What follows belongs to an exercise in optimizing a design on an open flow for small area; a production flow would make more cautious choices.
In this exercise RTL edits were held to simulation tests only and were not proved equivalent to the original.

==> flow/design.v <==
`timescale 1ns / 1ps
module Vector_Mult#(
parameter BITWIDTH = 8,
parameter LENGTH = 16
    )
    (
    input clk,
    input rstn,
    input ena,
    input [LENGTH*BITWIDTH-1:0] in_data,
    input [LENGTH*BITWIDTH-1:0] in_weight,
    output reg [LENGTH*BITWIDTH*2-1:0] out_data
    );
wire signed [BITWIDTH:0] in_data_signed[LENGTH-1:0];
wire signed [BITWIDTH-1:0] in_weight_signed[LENGTH-1:0];
genvar l;
for ( l = 0; l < LENGTH; l = l + 1 ) begin
assign in_data_signed[l] = { 1'b0, in_data[l*BITWIDTH +: BITWIDTH] };
assign in_weight_signed[l] = in_weight[l*BITWIDTH +: BITWIDTH];
end
integer i;
always@( posedge clk or negedge rstn ) begin
if ( !rstn ) begin
	out_data <= '0;
end
else if ( !ena ) begin
	out_data <= '0;
end
else begin
	for ( i = 0; i < LENGTH; i = i + 1 ) begin
		out_data[i*2*BITWIDTH +: 2*BITWIDTH] <= in_data_signed[i] * in_weight_signed[i];
	end
end
end
endmodule
`timescale 1ns / 1ps
module Vector_Adder#(
parameter BITWIDTH_IN = 16,
parameter BITWIDTH_OUT = 24,
parameter LENGTH = 4
    )
    (
    input clk,
    input rstn,
    input ena,
    input [LENGTH*BITWIDTH_IN-1:0] in_data,
    output [LENGTH*BITWIDTH_OUT-1:0] out_data
    );
reg signed [BITWIDTH_OUT-1:0] c_reg [LENGTH-1:0];
wire signed [BITWIDTH_IN-1:0] in_signed [LENGTH-1:0];
genvar l;
for ( l = 0; l < LENGTH; l = l + 1 ) begin
assign in_signed[l] = in_data[l*BITWIDTH_IN +: BITWIDTH_IN];
assign out_data[l*BITWIDTH_OUT +: BITWIDTH_OUT] = c_reg[l];
end
integer i;
always@( posedge clk or negedge rstn ) begin
if ( !rstn ) begin
    for ( i = 0; i < LENGTH; i = i + 1 ) begin
        c_reg[i] <= '0;
    end
end
else if ( ena ) begin
    for ( i = 0; i < LENGTH; i = i + 1 ) begin
        c_reg[i] <= in_signed[i] + c_reg[i];
    end
end
else begin
    for ( i = 0; i < LENGTH; i = i + 1 ) begin
        c_reg[i] <= in_signed[i];
    end
end
end
endmodule
module Vector_ADD_BIAS#(
parameter BITWIDTH_BIAS = 8,
parameter BITWIDTH_DATA = 24,
parameter LENGTH = 4
)
(
    input clk,
    input rstn,
    input ena,
    input [ LENGTH*BITWIDTH_DATA - 1 : 0 ] data_in,
    input [ LENGTH*BITWIDTH_BIAS - 1 : 0 ] bias,
    output reg [ LENGTH*BITWIDTH_DATA - 1 : 0 ] result
);
wire signed [ BITWIDTH_DATA - 1 : 0 ] data_signed [ LENGTH - 1 : 0 ];
wire signed [ BITWIDTH_BIAS - 1 : 0 ] bias_signed [ LENGTH - 1 : 0 ];
genvar l;
for ( l = 0; l < LENGTH; l = l + 1 ) begin
assign data_signed[l] = data_in[l*BITWIDTH_DATA +: BITWIDTH_DATA];
assign bias_signed[l] = bias[l*BITWIDTH_BIAS +: BITWIDTH_BIAS];
end
integer i;
always@ ( posedge clk or negedge rstn ) begin
if ( !rstn ) begin
    result <= '0;
end
else if ( ena ) begin
for ( i = 0; i < LENGTH; i = i + 1 ) begin
    result[i*BITWIDTH_DATA +: BITWIDTH_DATA] <= bias_signed[i] + data_signed[i];
end
end
end
endmodule
module Vector_RELU#(
parameter BITWIDTH = 8,
parameter LENGTH = 1,
parameter THRESSHOLD = 0
)
(
    input clk,
    input rstn,
    input ena,
    input [LENGTH*BITWIDTH-1:0] in_data,
    output [LENGTH*BITWIDTH-1:0] out_data
 );
reg [BITWIDTH - 1:0] c_reg [LENGTH - 1:0];
wire signed [BITWIDTH - 1:0] in_signed [LENGTH - 1:0];
genvar l;
for ( l = 0; l < LENGTH; l = l + 1 ) begin
assign in_signed[l] = in_data[l*BITWIDTH +: BITWIDTH];
assign out_data[l*BITWIDTH +: BITWIDTH] = c_reg[l];
end
integer i;
always@( posedge clk or negedge rstn ) begin
if ( !rstn ) begin
    for ( i = 0; i < LENGTH; i = i + 1 ) begin
        c_reg[i] <= '0;
    end
end
else if ( ena ) begin
	for ( i = 0; i < LENGTH; i = i + 1 ) begin
		if ( in_signed[i] > THRESSHOLD ) begin
		  c_reg[i] <= in_signed[i];
		end
		else begin
		  c_reg[i] <= 0;
		end
	end
end
end
endmodule
module Rescale #(
parameter BITWIDTH_IN = 24,
parameter BITWIDTH_OUT =  8,
parameter SCALE1 = 199,
parameter SCALE2 = 156,
parameter SCALE3 = 164,
parameter BITWIDTH_SCALE = 8,
parameter BITWIDTH_RIGHT_SHIFT = 16
)
(
input clk,
input rstn,
input ena,
input [ 2-1 : 0 ] select,
input [ BITWIDTH_IN - 1 : 0 ] in_data,
output [ BITWIDTH_OUT - 1 : 0 ] result
);
localparam LO = BITWIDTH_RIGHT_SHIFT - 1;
localparam HI = BITWIDTH_RIGHT_SHIFT + BITWIDTH_OUT - 1;
localparam [ BITWIDTH_SCALE - 1 : 0 ] scale1 = SCALE1;
localparam [ BITWIDTH_SCALE - 1 : 0 ] scale2 = SCALE2;
localparam [ BITWIDTH_SCALE - 1 : 0 ] scale3 = SCALE3;
wire [ BITWIDTH_IN+BITWIDTH_SCALE - 1 : 0 ] product1 = in_data*scale1;
wire [ BITWIDTH_IN+BITWIDTH_SCALE - 1 : 0 ] product2 = in_data*scale2;
wire [ BITWIDTH_IN+BITWIDTH_SCALE - 1 : 0 ] product3 = in_data*scale3;
reg [ HI : LO ] product;
reg [ BITWIDTH_OUT - 1 : 0 ] product_round;
reg [ BITWIDTH_OUT - 1 : 0 ] product_right_shift;
always@( posedge clk or negedge rstn ) begin
if ( !rstn ) begin
    product <= '0;
    product_round <= '0;
    product_right_shift <= '0;
end
else if ( ena ) begin
    case ( select )
        2'b00: begin
            product <= product1[ HI : LO ];
        end
        2'b01: begin
            product <= product2[ HI : LO ];
        end
        2'b10: begin
            product <= product3[ HI : LO ];
        end
        default: begin
            product <= product;
        end
    endcase
    product_round <= product[ HI : LO + 1 ] + product[ LO ];
    product_right_shift <= product_round;
end
end
assign result = product_right_shift;
endmodule
module Full_Connect #
(
parameter BITWIDTH = 8,
parameter BITWIDTH_CAL = 24,
parameter NUM_PARA = 8
)
(
input clk,
input rstn,
input ena,
input ena_add,
input [1:0] select,
input [ NUM_PARA*BITWIDTH - 1 : 0 ] in_data,  
input [ NUM_PARA*BITWIDTH - 1 : 0 ] weight,  
input [ NUM_PARA*BITWIDTH - 1 : 0 ] bias,  
output [ NUM_PARA*BITWIDTH - 1 : 0 ] result  
);
genvar i;
wire [ NUM_PARA*2*BITWIDTH - 1 : 0 ] product;
Vector_Mult #( .BITWIDTH(BITWIDTH), .LENGTH( NUM_PARA ) ) vector_mult
( .clk(clk), .rstn(rstn), .ena(ena), .in_data(in_data), .in_weight(weight), .out_data(product) );
wire [ NUM_PARA*BITWIDTH_CAL - 1 : 0 ] sum;
Vector_Adder #( .BITWIDTH_IN( 16 ), .BITWIDTH_OUT( 24 ), .LENGTH( NUM_PARA ) ) vector_adder
( .clk(clk), .rstn(rstn), .ena( ena_add ), .in_data( product ), .out_data( sum ) );
wire [ NUM_PARA*BITWIDTH_CAL - 1 : 0 ] sum_bias;
Vector_ADD_BIAS #( .BITWIDTH_BIAS(8), .BITWIDTH_DATA( 24 ), .LENGTH( NUM_PARA ) ) vector_add_bias
( .clk(clk), .rstn(rstn), .ena(ena), .data_in( sum ), .bias( bias ), .result( sum_bias ) );
wire [ NUM_PARA*BITWIDTH_CAL - 1 : 0 ] sum_relu;
Vector_RELU # ( .BITWIDTH( BITWIDTH_CAL ), .LENGTH( NUM_PARA ), .THRESSHOLD(0) ) vector_relu
( .clk(clk), .rstn(rstn), .ena(ena), .in_data( sum_bias ), .out_data( sum_relu ) );
wire [ NUM_PARA*BITWIDTH - 1 : 0 ] sum_rescale;
generate
for ( i = 0; i < NUM_PARA; i = i + 1 ) begin : lane
Rescale #( .BITWIDTH_IN( 24 ), .BITWIDTH_OUT( 8 ), .SCALE1( 199 ), .SCALE2( 156 ), .SCALE3( 164 ), .BITWIDTH_SCALE( 8 ), .BITWIDTH_RIGHT_SHIFT(16) ) rescale
( .clk(clk), .rstn(rstn), .ena(ena), .select(select), .in_data( sum_relu[i*BITWIDTH_CAL +: BITWIDTH_CAL] ), .result( sum_rescale[i*BITWIDTH +: BITWIDTH] ) );
end
endgenerate
assign result = sum_rescale;
endmodule
==> flow/run.sh <==
#!/bin/bash
# synth_recipe.tcl (not shown) runs the flow's synth.tcl, then flattens the netlist and writes it again
# the make line also repeats each setting of config.mk as NAME=value (left out here)
make -C /OpenROAD-flow-scripts/flow DESIGN_CONFIG=/design/flow/config.mk WORK_HOME=/design/flow/orfs CLKGATE_MAP_FILE= SYNTH_SCRIPT=/design/flow/synth_recipe.tcl finish
==> flow/config.mk <==
export PLATFORM = sky130hd
export DESIGN_NAME = Full_Connect
export DESIGN_NICKNAME = Full_Connect
export VERILOG_FILES = /design/flow/design.v
export SDC_FILE = /design/flow/constraint.sdc
export NUM_CORES = 4
export LEC_CHECK = 0
export CAP_MARGIN = 20
export CORE_MARGIN = 2
export CORE_UTILIZATION = 40
export SLEW_MARGIN = 20
==> flow/constraint.sdc <==
create_clock -name core_clock -period 6.0 [get_ports {clk}]
set_input_delay 1.2000 -clock core_clock [delete_from_list [all_inputs] [get_ports {clk}]]
set_output_delay 1.2000 -clock core_clock [all_outputs]
set_load 0.01 [all_outputs]
==> notes.md <==
==> worst max-delay path by stage <==
stage,cells past startpoint,slack (ps),from,to
floorplan,21,920,weight[32],vector_mult.out_data[78]
global placement,19,70,weight[16],vector_mult.out_data[47]
detailed placement,22,-10,weight[24],vector_mult.out_data[62]
CTS,17,500,vector_relu.c_reg[6][3],lane[6].rescale.product[23]
global route,17,110,vector_relu.c_reg[7][5],lane[7].rescale.product[23]
finish,17,540,vector_relu.c_reg[7][5],lane[7].rescale.product[23]
==> Yosys cell counts (all sizes together), types with 19 or more instances <==
cell type     n
a221oi       45
a2111oi      20
and3         63
a22oi        20
ha         1795
a22o         19
a21boi       22
a211oi       63
o211ai       41
o21bai       98
o21ai       469
nor4         52
or3          43
mux2        309
dfrtp       904
o31ai        26
a31oi        51
inv        2626
a21oi       543
nand2b       76
clkbuf      152
and2        386
nor2        536
xnor2       557
a311oi       21
nand2       565
a21o        253
nand4        29
o22ai        22
xor2        243
nor2b        76
nor3        135
fa         1096
nand3       130
buf          22
o21a         81
==> cell type report <==
cell class / count / area (sq um)
multi-input combinational: 8136 / 78200
antenna: 5 / 12.5
sequential: 904 / 22600
inverter: 2627 / 9870
clock inverter: 54 / 699
timing repair buffer: 414 / 3910
fill: 27143 / 154000
tap: 3705 / 4640
clock buffer: 150 / 3170
==> cells by family after synthesis <==
family,synth area share
AOI/OAI and AO/OA,0.112
muxes,0.0316
buffers and inverters,0.0945
xor gates and xnor gates,0.0630
DFF,0.203
and+or+nand+nor,0.0965
adders and majority gates,0.399
==> per-layer routing <==
metal,vias to the layer above,global-route usage
li1,39353,-
met1,37679,0.299
met2,985,0.280
met3,207,0.0256
met4,20,0.0270
met5,-,0
==> stage by stage <==
| stage | std cells | area (sq um) | setup slack (ps) | TNS, ps |
|---|---|---|---|---|
| after floorplan | 11841 | 111000 | 920 | 0 |
| after global placement | 15786 | 119000 | 74.7 | 0 |
| after detailed placement | 15786 | 119000 | -14.5 | -14.5 |
| after CTS | 15990 | 123000 | 500 | 0 |
| after global routing | 15991 | 123000 | 108 | 0 |
| final | 15995 | 123000 | 535 | 0 |
==> worst max-delay path: cells and delay by family, from the launching register on <==
| kind | cells | cell delay (ps) |
|---|---|---|
| adder cells (fa/ha/maj) | 5 | 2100 |
| XOR/XNOR | 1 | 110 |
| flip-flops | 1 | 640 |
| buffers and inverters | 2 | 90 |
| AO/OA/AOI/OAI | 9 | 2450 |
==> flow_summary.html <==
<table>
<tr><th>Metric</th><th>Value</th></tr>
<tr><th colspan="2">Status</th></tr>
<tr><td>Run status</td><td>no timing/DRC/antenna violations</td></tr>
<tr><th colspan="2">Hold path</th></tr>
<tr><td>Classification of the worst-slack hold path</td><td>in -&gt; async</td></tr>
<tr><th colspan="2">STA</th></tr>
<tr><td>Number of endpoints failing setup at the final stage</td><td>0</td></tr>
<tr><td>Post-Route Hold Slack</td><td>451 ps</td></tr>
<tr><td>Crit path time final</td><td>5460 ps</td></tr>
<tr><td>Hold violation total from the final report</td><td>0</td></tr>
<tr><td>Count of final max-slew check failures</td><td>0</td></tr>
<tr><td>Unrepaired setup endpoints after global routing</td><td>no</td></tr>
<tr><td>Worst-Margin Slew</td><td>1050 ps</td></tr>
<tr><td>Relative slew slack</td><td>0.295</td></tr>
<tr><td>Achievable frequency</td><td>183 MHz</td></tr>
<tr><td>Final period util</td><td>0.911</td></tr>
<tr><td>Clock Skew</td><td>33.9 ps</td></tr>
<tr><th colspan="2">Detailed routing</th></tr>
<tr><td>Detailed-route wire length per cell</td><td>16.6 um</td></tr>
<tr><td>TritonRoute pass-1 iters</td><td>6</td></tr>
<tr><td>Highest metal layer with signal wires</td><td>met5</td></tr>
<tr><td>Sum of routed wire length over all layers</td><td>266 mm</td></tr>
<tr><td>Metal3 WL</td><td>10.5 mm</td></tr>
<tr><td>Vias per std cell</td><td>4.89</td></tr>
<tr><td>Total vias in the final route</td><td>78244</td></tr>
<tr><td>Met1 routed wirelength after detailed routing</td><td>143 mm</td></tr>
<tr><td>Met2 wire length</td><td>109 mm</td></tr>
<tr><td>Antenna Nets Post-Route</td><td>0</td></tr>
<tr><td>Starting DRC count in detailed routing</td><td>3877</td></tr>
<tr><td>Remaining design rule violation count</td><td>0</td></tr>
<tr><th colspan="2">Setup path</th></tr>
<tr><td>Critical-path maximum fanout</td><td>9</td></tr>
<tr><td>Kind of capture point of the worst setup path</td><td>register</td></tr>
<tr><td>CP Data Required Time</td><td>6680 ps</td></tr>
<tr><td>Origin of the critical flop-to-flop path</td><td>vector_relu.c_reg[7][5]</td></tr>
<tr><td>Crit-path slowest cell</td><td>sky130_fd_sc_hd__dfrtp_1</td></tr>
<tr><td>Largest incremental delay on the critical path</td><td>640 ps</td></tr>
<tr><td>Worst r2r path cells</td><td>17</td></tr>
<tr><td>Path type of the worst setup path</td><td>reg -&gt; reg</td></tr>
<tr><td>Element type at the critical path start</td><td>register</td></tr>
<tr><td>Crit-path most repeated cell</td><td>sky130_fd_sc_hd__fa_1</td></tr>
<tr><td>Minimum setup slack among reg-to-reg paths</td><td>540 ps</td></tr>
<tr><td>Worst path arrival time</td><td>6140 ps</td></tr>
<tr><td>Worst-path cell chain</td><td>ha_1 -&gt; fa_1 -&gt; inv_1 -&gt; fa_1 -&gt; fa_1 -&gt; inv_1 -&gt; ha_1 -&gt; a21o_1 -&gt; a21oi_1 -&gt; o211ai_1 -&gt; a2111oi_0 -&gt; o21ai_0 -&gt; a31o_2 -&gt; a21o_1 -&gt; a21oi_1 -&gt; xnor2_1 -&gt; a211oi_1</td></tr>
<tr><td>Reg2Reg Capture Point</td><td>lane[7].rescale.product[23]</td></tr>
<tr><th colspan="2">Floorplanning</th></tr>
<tr><td>Die width</td><td>531 um</td></tr>
<tr><td>Die outline height</td><td>531 um</td></tr>
<tr><td>Standard-cell rows</td><td>193</td></tr>
<tr><td>Area inside the core boundary</td><td>277000 sq um</td></tr>
<tr><td>IO Pins</td><td>262</td></tr>
<tr><td>Initial cell density of the core</td><td>0.402</td></tr>
<tr><td>Die area</td><td>282000 sq um</td></tr>
<tr><th colspan="2">Layout</th></tr>
<tr><td>Core occupancy in the finished layout</td><td>0.445</td></tr>
<tr><td>Most common cell after layout, fill and taps aside</td><td>sky130_fd_sc_hd__inv_1</td></tr>
<tr><td>Count of nets after finishing</td><td>15282</td></tr>
<tr><td>Ratio of cells with drive above 1 in the final layout</td><td>0.0587</td></tr>
<tr><td>Most used cells in the layout excluding fill and tap cells</td><td>sky130_fd_sc_hd__inv_1 (2625), sky130_fd_sc_hd__ha_1 (1793), sky130_fd_sc_hd__fa_1 (1096)</td></tr>
<tr><td>Area overhead of the layout relative to synthesis</td><td>10.7%</td></tr>
<tr><th colspan="2">Logic synthesis</th></tr>
<tr><td>Nets in the synthesized netlist</td><td>14930</td></tr>
<tr><td>Seq cells post-synth</td><td>904</td></tr>
<tr><td>Sequential area share after synthesis</td><td>0.203</td></tr>
<tr><td>Mean area per synthesized cell</td><td>9.40 sq um</td></tr>
<tr><td>Most area-hungry cell type in the Yosys netlist</td><td>sky130_fd_sc_hd__dfrtp_1</td></tr>
<tr><td>Main area contributors after synthesis</td><td>sky130_fd_sc_hd__dfrtp_1 (20%), sky130_fd_sc_hd__ha_1 (20%), sky130_fd_sc_hd__fa_1 (20%)</td></tr>
<tr><td>Post-synthesis instance area</td><td>111000 sq um</td></tr>
<tr><td>Post-synth top flop</td><td>sky130_fd_sc_hd__dfrtp_1</td></tr>
<tr><td>Unique masters post-synth</td><td>87</td></tr>
<tr><td>Number of synthesized flops with an enable pin</td><td>0</td></tr>
<tr><td>Synthesized instance count</td><td>11841</td></tr>
<tr><td>Area share of the largest cell type after synthesis</td><td>0.203</td></tr>
<tr><td>Async set-or-reset flop fraction in the synthesized netlist</td><td>1.00</td></tr>
<tr><td>Number of warnings issued by yosys</td><td>7</td></tr>
<tr><th colspan="2">Placed design</th></tr>
<tr><td>Weighted congestion reported at the end of routability-driven placement</td><td>0.853</td></tr>
<tr><td>Port Buf Inserts</td><td>261</td></tr>
<tr><td>Final HPWL DP</td><td>218 mm</td></tr>
<tr><th colspan="2">Clock network</th></tr>
<tr><td>Number of CTS-inserted buffers</td><td>110</td></tr>
<tr><td>Number of buffers inserted by post-CTS setup repair</td><td>0</td></tr>
<tr><td>Clock transition at path regs</td><td>70 ps</td></tr>
<tr><td>Quantity of hold-fixing buffers added after cts</td><td>0</td></tr>
<tr><td>Buffer levels on the longest clock path</td><td>3</td></tr>
<tr><td>TritonCTS clock tree</td><td>built</td></tr>
<tr><td>Clock Tree Root</td><td>sky130_fd_sc_hd__clkbuf_16</td></tr>
<tr><td>Clock net sink count</td><td>904</td></tr>
<tr><td>PostCTS Resize Cnt</td><td>0</td></tr>
<tr><td>Skew-Pair Late Insertion Delay</td><td>770 ps</td></tr>
<tr><td>H-Tree Depth</td><td>3</td></tr>
<tr><th colspan="2">Flow run</th></tr>
<tr><td>Max cap viols</td><td>0</td></tr>
<tr><th colspan="2">GRT</th></tr>
<tr><td>Global-route wire length before repair</td><td>438 mm</td></tr>
<tr><td>Vias in the first global route</td><td>79747</td></tr>
<tr><td>Grt total ovfl</td><td>0</td></tr>
<tr><td>Antenna violations before repair</td><td>17</td></tr>
<tr><td>Largest net degree at the start of global routing</td><td>174</td></tr>
<tr><td>Global routing usage summed across all routing layers</td><td>0.190</td></tr>
</table>

-- afterwards: timing with drivers on the ports --
How much do the figures lean on ideal ports? The routed layout below was timed once more, with nothing changed but the port constraints.
Step 1: set_driving_cell puts a clkbuf_16 on clk and a buf_2 on each other input, an assumption about the parent block.
Step 2 adds t to the input delays and takes it off the output delays; t is the mean of the earliest and latest rising clock arrival at the registers after step 1. Input paths then give back, and output paths get back, about the clock's delay inside the block.
Slacks: no drivers / after step 1 / after step 2; pairs: no drivers / after step 1.
t, ns: 0.843
setup slack, ns: 0.535 / 0.535 / -0.008
worst setup path after step 2: input to register
latest minus earliest clock arrival (ns): 0.041 / 0.041
worst slew at a driven data input, ns: 0.12
Met with ideal ports but missed after step 2: setup timing in this run. The setup slack of this run moves by 0.000 ns with the drivers and by -0.543 ns with both steps.
